Context: an optimization exercise on an open-source flow, tuned for small area. The choices shown serve that exercise and are no tape-out recipe. RTL that was checked went through simulation tests only; none was proved equivalent to the original. Power figures rest on the tool's default switching activity, not on a simulated workload.

the reference run:
==> flow/design.v <==
module sys_ref_core
(
 input   wire        CLK,
 input   wire        RST,             
 input   wire  [7:0] UART_RX_DATA,
 input   wire        UART_RX_Valid,
 input   wire        FIFO_FULL,
 output  reg   [7:0] FIFO_WR_DATA,
 output  wire        FIFO_WR_INC,
 output  wire  [7:0] UART_Config,
 output  wire  [7:0] Div_Ratio,
 output  wire        CLKDIV_EN
);
localparam [3:0] S_IDLE = 4'd0,
                 S_WA   = 4'd1,
                 S_WD   = 4'd2,
                 S_RA   = 4'd3,
                 S_OA   = 4'd4,
                 S_OB   = 4'd5,
                 S_FN   = 4'd6,
                 S_RW   = 4'd7,
                 S_PRE  = 4'd8,
                 S_BUSY = 4'd9,
                 S_R1   = 4'd12,
                 S_R2   = 4'd13,
                 S_RD   = 4'd14;
reg [3:0] st;
reg [3:0] ar;         
reg [7:0] H, L;       
reg       C;          
reg [1:0] pc;         
reg [1:0] pp;         
reg [7:0] r0, r1, r2, r3;
reg [7:0] ring [0:11];
reg [1:0] p3, p4;
reg       rdy;        
wire v = UART_RX_Valid;
wire [7:0] d = UART_RX_DATA;
wire [7:0] A = r0;
wire [7:0] B = r1;
assign UART_Config = r2;
assign Div_Ratio   = r3;
assign CLKDIV_EN   = 1'b1;
wire wfix = v & (st == S_WD) & (ar[3:2] == 2'b00);
always @(posedge CLK or negedge RST)
  if (!RST) begin
    r0 <= 8'h00; r1 <= 8'h00; r2 <= 8'h81; r3 <= 8'h20;
  end else begin
    if ((wfix & (ar[1:0] == 2'd0)) | (v & (st == S_OA))) r0 <= d;
    if ((wfix & (ar[1:0] == 2'd1)) | (v & (st == S_OB))) r1 <= d;
    if (wfix & (ar[1:0] == 2'd2)) r2 <= d;
    if (wfix & (ar[1:0] == 2'd3)) r3 <= d;
  end
always @(posedge CLK or negedge RST)
  if (!RST) begin
    p3 <= 2'd0; p4 <= 2'd0; rdy <= 1'b0;
  end else begin
    p3 <= {p3[0], ~p3[1] & ~p3[0]};           
    p4 <= {p4[1] ^ p4[0], ~p4[0]};
    if (p3 == 2'd2) rdy <= 1'b1;
  end
wire [1:0] w3  = (ar[3:2] == 2'd3) ? 2'd0 : ar[3:2];
wire [2:0] s3x = w3 + p3;
wire [1:0] s3  = (s3x >= 3'd3) ? s3x - 3'd3 : s3x[1:0];   
wire [1:0] s4  = ar[1:0] + p4;                           
wire       at_rd = (s3 == 2'd1) & (s4 == 2'd1);          
wire       pend  = (pc != 2'd0);
wire [1:0] dl  = (s3 == 2'd0) ? 2'd1 : (s3 == 2'd1) ? 2'd0 : 2'd2;
integer k;
always @(posedge CLK)
  begin
    for (k = 0; k < 12; k = k + 1)
      if ((k % 3 == 0) && (!rdy || ((pc == 2'd1) && (pp == k / 3))))
        ring[k] <= H;
      else
        ring[k] <= ring[(k + 11) % 12];
  end
always @(posedge CLK or negedge RST)
  if (!RST) pc <= 2'd0;
  else if (v & (st == S_WD) & (ar[3:2] != 2'b00)) pc <= dl + 2'd1;
  else if (pend) pc <= pc - 2'd1;
always @(posedge CLK)
  if (v & (st == S_WD)) pp <= ~(s4 + dl + 2'd1);
always @(posedge CLK)
  if (v) ar <= d[3:0];
wire [3:0] f    = ar;
wire f_mul = (f == 4'd2);
wire f_div = (f == 4'd3);
wire f_sub = (f == 4'd1) | (f == 4'd10) | (f == 4'd11) | (f == 4'd12);
wire f_shl = (f == 4'd14);
wire f_shr = (f == 4'd13);
wire [8:0] X  = f_div ? {H, L[7]} : {1'b0, H};
wire [8:0] Y  = {1'b0, B & {8{f_div | (f_mul & L[0])}}};
wire [8:0] Yx = Y ^ {9{f_div}};
wire [9:0] cy;
wire [8:0] S;
assign cy[0] = f_div;
genvar gi;
generate for (gi = 0; gi < 9; gi = gi + 1) begin : rca
  assign S[gi]    = X[gi] ^ Yx[gi] ^ cy[gi];
  assign cy[gi+1] = (X[gi] & Yx[gi]) | (X[gi] & cy[gi]) | (Yx[gi] & cy[gi]);
end endgenerate
wire       lt = S[8];
wire a = L[0];
wire b = H[0] ^ f_sub;
reg  [3:0] tt;        
always @(*)
  case (f[2:0])
    3'd4:    tt = 4'b1000;    
    3'd5:    tt = 4'b1110;    
    3'd6:    tt = 4'b0111;    
    3'd7:    tt = 4'b0001;    
    3'd0:    tt = 4'b0110;    
    default: tt = 4'b1001;    
  endcase
wire start = (p3 == 2'd2) & (p4 == 2'd3);    
wire last  = (p3 == 2'd1) & (p4 == 2'd3);    
reg  r;               
always @(*)
  if (f_mul)                               r = S[0];
  else if ((f == 4'd0) | f_sub)            r = a ^ b ^ C;
  else if (f_shl)                          r = C;
  else if (f_shr)                          r = L[1] & ~last;
  else if ((f[3:2] == 2'b01) | (f[3:1] == 3'b100)) r = tt[{a, b}];
  else                                     r = 1'b0;
wire [1:0] idx = (st == S_PRE) ? 2'd0 : ar[1:0];
reg [7:0] fixrd;
always @(*)
  case (idx)
    2'd0: fixrd = r0;
    2'd1: fixrd = r1;
    2'd2: fixrd = r2;
    default: fixrd = r3;
  endcase
always @(posedge CLK or negedge RST)
  if (!RST) H <= 8'h00;
  else if (v & (st == S_WD)) H <= d;
  else if ((st == S_PRE) & !pend & start) H <= (f_mul | f_div) ? 8'h00 : B;
  else if (st == S_BUSY) H <= f_div ? (lt ? X[7:0] : S[7:0]) : S[8:1];
always @(posedge CLK)
  if ((st == S_PRE) & !pend & start) begin
    L <= fixrd;
    C <= f_sub;
  end else if (st == S_BUSY) begin
    if (f_div) begin
      L <= {L[6:0], ~lt};
    end else begin
      L <= {r, L[7:1]};
      C <= f_shl ? a : ((a & b) | (a & C) | (b & C));
    end
  end else if (st == S_RW) begin
    if (ar[3:2] == 2'b00) L <= fixrd;
    else L <= ring[1];
  end
wire bz = (B == 8'h00);
wire eq = (L == 8'h00) & C;      
wire kill = (f == 4'd15) | (f_div & bz) | (f[3:2] == 2'b10 & f[1]) | (f == 4'd12);
wire [7:0] lo = ({8{~kill}} & L)
              | {6'b0, (f == 4'd11) & C & ~eq, ((f == 4'd10) & eq) | ((f == 4'd12) & ~C)}
              | {6'b0, (f == 4'd12) & ~C, 1'b0};
wire hfill = (f == 4'd6) | (f == 4'd7) | (f == 4'd9) | ((f == 4'd1) & ~C);
wire [7:0] hi = {8{hfill}} | ({8{f_mul}} & H) | {7'b0, ((f == 4'd0) | f_shl) & C};
assign FIFO_WR_INC = (st[3:2] == 2'b11) & ~FIFO_FULL;
always @(*)
  case (st)
    S_R2:    FIFO_WR_DATA = hi;
    S_RD:    FIFO_WR_DATA = L;
    default: FIFO_WR_DATA = lo;
  endcase
always @(posedge CLK or negedge RST)
  if (!RST) st <= S_IDLE;
  else case (st)
    S_IDLE: if (v) begin
              if (d == 8'hAA) st <= S_WA;
              else if (d == 8'hBB) st <= S_RA;
              else if (d == 8'hCC) st <= S_OA;
              else if (d == 8'hDD) st <= S_FN;
            end
    S_WA:   if (v) st <= S_WD;
    S_WD:   if (v) st <= S_IDLE;
    S_RA:   if (v) st <= S_RW;
    S_RW:   if ((ar[3:2] == 2'b00) | (at_rd & ~pend)) st <= S_RD;
    S_OA:   if (v) st <= S_OB;
    S_OB:   if (v) st <= S_FN;
    S_FN:   if (v) st <= S_PRE;
    S_PRE:  if (!pend & start) st <= S_BUSY;
    S_BUSY: if (last) st <= S_R1;
    S_R1:   if (!FIFO_FULL) st <= S_R2;
    S_R2:   if (!FIFO_FULL) st <= S_IDLE;
    S_RD:   if (!FIFO_FULL) st <= S_IDLE;
    default: st <= S_IDLE;
  endcase
endmodule
export LEC_CHECK = 0
export ABC_AREA = 1
export CAP_MARGIN = 20
export CORE_MARGIN = 2
export CORE_UTILIZATION = 40
export PLACE_DENSITY = 0.6
export SLEW_MARGIN = 20
create_clock -name core_clock -period 30.0 [get_ports {CLK}]
standard.sh (not shown) runs the stock make flow with config.mk's settings and CLKGATE_MAP_FILE= SYNTH_SCRIPT=/design/flow/synth_recipe.tcl, a recipe that flattens the netlist after the stock synthesis.
==> flow/flow/run.sh <==
#!/bin/bash
# The standard layout (standard.sh), with two changes:
#  - the port buffers are sky130_fd_sc_hd__buf_1 instead of the flow's
#    default choice (every input and output still gets its buffer);
#  - clock tree synthesis inserts no dummy loads and uses clkbuf_8 buffers.
# The full output of the flow goes to standard.log in this folder.
set -euo pipefail
export BUFFER_PORTS_ARGS="-buffer_cell sky130_fd_sc_hd__buf_1"
export CTS_ARGS="-sink_clustering_enable -repair_clock_nets -dont_use_dummy_load -buf_list sky130_fd_sc_hd__clkbuf_8 -root_buf sky130_fd_sc_hd__clkbuf_8"
bash standard.sh > standard.log 2>&1
The reference run completed; timing, DRC and antenna clean
Setup changes, the reference run to the trial run
-- flow/design.v --
<<< the reference run, line 27
reg [3:0] st;
reg [3:0] ar;         
reg [7:0] H, L;       
reg       C;          
>>> the trial run, line 27
reg [3:0] st;
reg [3:0] ar;         
reg [2:0] cnt;
reg [7:0] H, L;       
reg       C;          
<<< the reference run, line 114
    default: tt = 4'b1001;    
  endcase
wire start = (p3 == 2'd2) & (p4 == 2'd3);    
wire last  = (p3 == 2'd1) & (p4 == 2'd3);    
reg  r;               
always @(*)
>>> the trial run, line 115
    default: tt = 4'b1001;    
  endcase
wire last = (cnt == 3'd7);
reg  r;               
always @(*)
<<< the reference run, line 136
  if (!RST) H <= 8'h00;
  else if (v & (st == S_WD)) H <= d;
  else if ((st == S_PRE) & !pend & start) H <= (f_mul | f_div) ? 8'h00 : B;
  else if (st == S_BUSY) H <= f_div ? (lt ? X[7:0] : S[7:0]) : S[8:1];
always @(posedge CLK)
  if ((st == S_PRE) & !pend & start) begin
    L <= fixrd;
    C <= f_sub;
>>> the trial run, line 136
  if (!RST) H <= 8'h00;
  else if (v & (st == S_WD)) H <= d;
  else if ((st == S_PRE) & !pend) H <= (f_mul | f_div) ? 8'h00 : B;
  else if (st == S_BUSY) H <= f_div ? (lt ? X[7:0] : S[7:0]) : S[8:1];
always @(posedge CLK)
  if ((st == S_PRE) & !pend) begin
    L <= fixrd;
    C <= f_sub;
<<< the reference run, line 153
    else L <= ring[1];
  end
wire bz = (B == 8'h00);
wire eq = (L == 8'h00) & C;      
>>> the trial run, line 153
    else L <= ring[1];
  end
always @(posedge CLK or negedge RST)
  if (!RST) cnt <= 3'd0;
  else if (st == S_BUSY) cnt <= {cnt[2] ^ (cnt[1] & cnt[0]), cnt[1] ^ cnt[0], ~cnt[0]};
wire bz = (B == 8'h00);
wire eq = (L == 8'h00) & C;      
<<< the reference run, line 184
    S_OB:   if (v) st <= S_FN;
    S_FN:   if (v) st <= S_PRE;
    S_PRE:  if (!pend & start) st <= S_BUSY;
    S_BUSY: if (last) st <= S_R1;
    S_R1:   if (!FIFO_FULL) st <= S_R2;
>>> the trial run, line 187
    S_OB:   if (v) st <= S_FN;
    S_FN:   if (v) st <= S_PRE;
    S_PRE:  if (!pend) st <= S_BUSY;
    S_BUSY: if (last) st <= S_R1;
    S_R1:   if (!FIFO_FULL) st <= S_R2;
- The post-synthesis area per instance of the trial run exceeds that of the reference run by about 0.6%.
- Final critical-path required period on the trial run is behind the reference run.
- Going from the reference run to the trial run, cell area grows by 76 µm².
- Comparing the trial run and the reference run, worst-case setup slack after placement is lower on the reference run.
- The total power per unit cell area of the trial run exceeds that of the reference run by 2.4%.
- Compared the trial run vs the reference run, and total power after layout is up in the trial run.
- ~same area growth from synthesis to final layout in the trial run and the reference run
- The trial run ended with more area of the core than the reference run.
- Die area on the trial run is behind the reference run.
- The trial run ended up with a higher flop and latch count out of synthesis than the reference run did.
- Between the trial run and the reference run, the multi-input combinational cell count is lower for the reference run.
- Fraction of layout cells with a size suffix above 1, the trial run and the reference run: larger value in the reference run
The RTL of the trial run was laid out without a check of its function.

-- separate check: timing with driven ports --
Ports are ideal in the flow. The routed layouts listed here were re-timed in OpenROAD. Step 1 (the two cells are an assumption about what drives the block):
set clk [get_ports {CLK}]
set_driving_cell -lib_cell sky130_fd_sc_hd__clkbuf_16 $clk
set_driving_cell -lib_cell sky130_fd_sc_hd__buf_2 [delete_from_list [all_inputs] $clk]
Step 2 moves the port delays by t, midway between the first and last clock arrival at a register: inputs arrive t later, outputs are due t later. That takes back most of the time a late clock gives input paths. a / b / c = ideal ports / drivers / drivers and shift; a / b = the first two.
run	t, ns	slack for setup (ns)	latest minus earliest clock arrival (ns)	worst register clock-pin slew, ns	worst data-port slew with drivers (ns)
the reference run	0.484	17.666 / 17.646 / 17.646	0.045 / 0.045	0.09 / 0.09	0.03
the trial run	0.494	17.662 / 17.640 / 17.640	0.038 / 0.038	0.10 / 0.10	0.03
After both steps every run listed still meets setup and hold. The setup slack of the trial run, which loses most, moves by -0.022 ns with the drivers and by -0.022 ns with both steps.
